Source: an optimization exercise on an open RTL-to-GDS flow (aim: small area, a short achievable clock period and few clock cycles per item). Production flows keep margins and buffers that such runs may drop. In this exercise RTL edits were held to simulation tests only and were not proved equivalent to the original. Power and IR drop assume default switching activity.

### flow/design.v
module sdram_model
(
input        in_CLK,
input        in_we,
input  [6:0] in_addr,
input [31:0] in_wdata,
output [31:0] out_rdata
);
	reg [31:0] mem [0:127];
	always @(posedge in_CLK)
		if (in_we)
			mem[in_addr] <= in_wdata;
	assign out_rdata = mem[in_addr];
endmodule
module sdram_top
(input        in_HCLK,
 input        in_HRESET,
 input        in_HWRITE,
 input        in_HSEL,
 input [31:0] in_HWDATA,
 input [31:0] in_HADDR,
 output         out_HREADY,
 output  [31:0] out_HRDATA
);
    wire [6:0] word = {in_HADDR[15:14], in_HADDR[1:0], in_HADDR[18:16]};
    wire [31:0] rdata;
    sdram_model sdram_model(
        .in_CLK(in_HCLK),
        .in_we(in_HSEL & in_HWRITE & ~in_HRESET),
        .in_addr(word),
        .in_wdata(in_HWDATA),
        .out_rdata(rdata));
    reg        read_pending;
    reg [31:0] hold_rdata;
    always @(posedge in_HRESET or posedge in_HCLK)
        if (in_HRESET)
            read_pending <= 1'b0;
        else
            read_pending <= in_HSEL & ~in_HWRITE & ~read_pending;
    always @(posedge in_HCLK)
        hold_rdata <= rdata;
    assign out_HREADY = in_HWRITE | read_pending;
    assign out_HRDATA = hold_rdata;
endmodule
### flow/constraint.sdc
create_clock -name core_clock -period 5.0 [get_ports {in_HCLK}]
set_input_delay 1.0000 -clock core_clock [delete_from_list [all_inputs] [get_ports {in_HCLK}]]
set_output_delay 1.0000 -clock core_clock [all_outputs]
set_load 0.01 [all_outputs]
### flow/flow/run.sh
#!/bin/bash
# The standard layout (standard synthesis unchanged), with the clock tree
# built without dummy loads.
set -euo pipefail
here=$(pwd)
export CTS_ARGS="-sink_clustering_enable -repair_clock_nets -sink_clustering_size 30 -sink_clustering_max_diameter 80 -dont_use_dummy_load"
bash standard.sh > "$here/make_flow.log" 2>&1
### flow/config.mk
export PLATFORM = sky130hd
export DESIGN_NAME = sdram_top
export DESIGN_NICKNAME = sdram_top
export VERILOG_FILES = /design/flow/design.v
export SDC_FILE = /design/flow/constraint.sdc
export NUM_CORES = 4
export LEC_CHECK = 0
export CAP_MARGIN = 10
export CORE_MARGIN = 2
export CORE_UTILIZATION = 48
export CTS_CLUSTER_DIAMETER = 80
export CTS_CLUSTER_SIZE = 30
export SETUP_SLACK_MARGIN = 2.4
export SLEW_MARGIN = 10
export SYNTH_MEMORY_MAX_BITS = 8192
### flow/standard.sh
#!/bin/bash
# synth_recipe.tcl (not shown) runs the flow's synth.tcl, then flattens the netlist and writes it again
# the make line also repeats each setting of config.mk as NAME=value (left out here)
make -C /OpenROAD-flow-scripts/flow DESIGN_CONFIG=/design/flow/config.mk WORK_HOME=/design/flow/orfs CLKGATE_MAP_FILE= SYNTH_SCRIPT=/design/flow/synth_recipe.tcl "${@:-finish}"
==> impl_summary.txt <==
----------------------------------------------------
[Cells and area]
  Most common library cell in the layout ignoring fill and taps ... edfxtp_1
  Area added between synthesis and finish ... 14.3%
  Layout Nets ... 9503
  Count of placed standard cells in the final layout, fillers left out ... 13800
  Layout cell share with drive strength beyond 1 ... 20.9%
  Final cell utilization of the core ... 55.0%
  Commonest cells after routing, fill and taps aside ... edfxtp_1, a22oi_1, buf_4

[Critical path]
  Arrival time reported for the critical path endpoint ... 3.77 ns
  Required time of the critical path ... 5.84 ns
  Worst-path maximum fanout ... 8
  Critical Path Start Type ... primary input
  Critical Setup Path Class ... in -> reg
  Critical path capture point type ... flip-flop

[Logic synthesis]
  Post-synth EDFFs ... 4096
  Adder and majority gate portion of the synthesized area ... 0%
  Dominant combinational cell family by area after synthesis ... compound AO/OA/AOI/OAI gates
  Cells after synthesis ... 9065
  Synth warn ... 2
  Post-synthesis async set-or-reset flop share ... 0.0242%
  Number of library cell types mapped by synthesis ... 77
  Post-Syn Area ... 157000 um2
  Number of storage elements in the synthesis netlist ... 4129
  Most frequently used flop master after synthesis ... edfxtp_1
  Syn Nets ... 9133
  Xor-xnor portion of the synthesized cell area ... 0%
  Mean instance size in the synthesized netlist ... 17.4 um2
  Simple-Gate Fraction of Synth Area ... 3.03%
  Synthesized-area fraction occupied by ao, oa, aoi and oai cells ... 13.5%
  Share of synthesized area occupied by flip-flops and latches ... 78.6%
  Post-synthesis mux area share ... 2.73%

[Placed design]
  Worst setup slack before clock tree synthesis ... 0.365 ns
  Inst Count DP ... 13300
  Final GP Congestion ... 0.872
  HPWL Detailed ... 298 mm
  PortBufs ... 75

[Timing]
  FMAX ... 341 MHz
  Final worst path period need ... 2.93 ns
  Fin. max-slew vios ... 0
  Post-layout worst setup margin ... 2.07 ns
  Final worst path period share ... 58.7%
  Number of failing setup endpoints in the final timing report ... 0
  Transition at the pin with the smallest max-transition slack ... 1.27 ns
  Relative slew slack ... 15.5%
  Final hold viol count ... 0
  RSZ-0062 raised after global routing ... yes
  Worst clock skew on the final layout ... 0.0889 ns
  Setup TNS ... 0 ns

[Floorplanning]
  Core Footprint ... 327000 um2
  Die span in y ... 577 um
  I/O pins ... 101
  Initial Utilization ... 48.2%
  Area of the die ... 332000 um2
  Horizontal die dimension ... 577 um
  Standard-cell row count ... 210

[Routing]
  Initial detailed-routing violation count ... 17700
  Total wire length ... 541 mm
  DRC ... 0
  Initial DRT Pass Iterations ... 9
  Final antenna-violating net count ... 0
  Wire per inst ... 39.2 um
  DR vias ... 96300
  Vias/cell ... 6.98

[Job]
  Max_cap viols ... 0

[Clock network]
  Clock transition at the registers of the reported paths ... 0.11 ns
  CTS tree ... built
  CTS Root Cell ... clkbuf_16
  Cts bufs inserted ... 179
  Worst skew pair latency ... 0.94 ns
  Clock sinks ... 4129
  Maximum clock insertion buffer count ... 4
  H-tree depth ... 4

[Global routing]
  Global routing met3 resource utilization ... 7.22%
  Wire length of the first global-routing pass ... 725 mm
  Vias in the first global route ... 89700
  All-layer global routing usage ... 31.3%
  Global-route congestion overflow total ... 0
  Global routing met1 resource utilization ... 43.6%
  Met2 layer usage reported by global route ... 48.4%
  Maximum number of pins on one net before global-route repair ... 129
  GRT Max-Usage Layer ... met2
  Number of antenna violations at the first check in global routing ... 55

[Run status]
  Run status ... complete, no violations

[Pwr]
  Pleak ... 55.4 nW
  Power per unit of standard cell area ... 334 nW/um2
  Largest voltage drop on the vdd net ... 0.000366 V

[Min path]
  Path class of the lowest-slack min-delay path ... in -> async

----------------------------------------------------
where the power goes:
part	switching [mW]	internal (mW)	total, mW
Combinational	3.58	1.69	5.27
Sequential	0.0831	38.1	38.2
Clock	10.2	6.45	16.6
Total	13.8	46.2	60.1
final timing paths:
check	slack, ns	endpoint	cells past startpoint	from
worst max register to register	2.51	hold_rdata[8]$_DFF_P_	8	sdram_model.mem[15][8]$_DFFE_PP_
max in group asynchronous	4.63	read_pending$_DFF_PP0_	2	in_HRESET
worst max-delay path	2.07	hold_rdata[4]$_DFF_P_	11	in_HADDR[17]
worst min register to register	0.50	read_pending$_DFF_PP0_	2	read_pending$_DFF_PP0_
min in group core_clock	0.37	sdram_model.mem[111][22]$_DFFE_PP_	1	in_HWDATA[22]
worst min-delay path	0.27	read_pending$_DFF_PP0_	2	in_HRESET
state kept, by name (all words and copies together) (netlist names):
name	cells
hold_rdata	32
read_pending	1
sdram_model.mem	4096
cell families (layout without fill, tap and decap cells):
kind of cell,Yosys count,after routing
AOI/OAI and AO/OA,2765,2765
buffers and inverters,752,1109
DFF,4129,4129
muxes,363,363
other,0,28
and+or+nand+nor,1056,1067
through the flow:
| stage | hold slack [ns] | power, mW | area [um2] |
|---|---|---|---|
| floorplan | 0.500 | 40.9 | 160000 |
| finish | 0.269 | 60.1 | 180000 |
| global route | 0.244 | 61.3 | 180000 |
| detailed placement | 0.482 | 43.3 | 168000 |
| CTS | 0.205 | 59.7 | 177000 |
| global placement | 0.486 | 43.2 | 168000 |
critical path, stage by stage:
cell,delay (ns)
buf_16,0.15
buf_6,0.14
nor2b_4,0.14
buf_12,0.16
buf_12,0.15
buf_4,0.13
a22o_1,0.17
a222oi_1,0.65
o311ai_2,0.32
a311o_2,0.48
a32o_1,0.23
routing by layer:
metal | share of wire, % | wire length [um]
met4 | 4.1 | 22500
met5 | 0.044 | 240
met2 | 46 | 248000
met1 | 37 | 202000
met3 | 13 | 68600
timing repair:
action / CTS / global route
setup endpoints to repair: 3620 / 276
hold buffers: 0 / 0
resized for setup: 556 / 323
gates cloned: 59 / 25
setup buffers: 116 / 81
pin swaps: 84 / 135
Yosys cell counts (112+ instances only):
master	number	area, um2
clkbuf_1	371	1390
a222oi_1	165	1650
nand2_1	345	1290
nor2_1	322	1210
a22oi_1	606	4550
edfxtp_1	4096	123000
a221oi_1	499	4370
nor3_1	204	1020
mux2_2	152	1710
buf_2	216	1080
a21oi_1	392	1960
o21ai_0	208	1040
mux2i_1	174	1740
o22ai_1	112	701
final cells by class:
type                    instances  area [um2]
fillers                     24900      147000
well taps                    4346        5440
inverters                      17         113
diodes                         28        70.1
flip-flops and latches       4129      124000
multi-input cells            4195       34200
clock buffers                 179        4480
repair buffers                913       11800
Testbench counts, summed over its fixed seeds: cycles 19,172, items 12,800.

static timing again, ports no longer ideal:
How much do the figures lean on ideal ports? The routed layout below was timed once more, with nothing changed but the port constraints. Step 1 assumes that a clkbuf_16 drives the clock port and a buf_2 every other input. Step 2 adds t to the input delays and takes it off the output delays; t is the mean of the earliest and latest rising clock arrival at the registers after step 1. Input paths then give back, and output paths get back, about the clock's delay inside the block. a / b / c = no drivers / after step 1 / after step 2; a / b = the first two.
t, ns: 0.988
setup WS [ns]: 2.067 / 1.754 / 0.766
worst setup path at the end: input to register
cell pins on the clock port's net: 1
After both steps this run still meets setup and hold. The setup slack of this run moves by -0.313 ns with the drivers and by -1.301 ns with both steps.
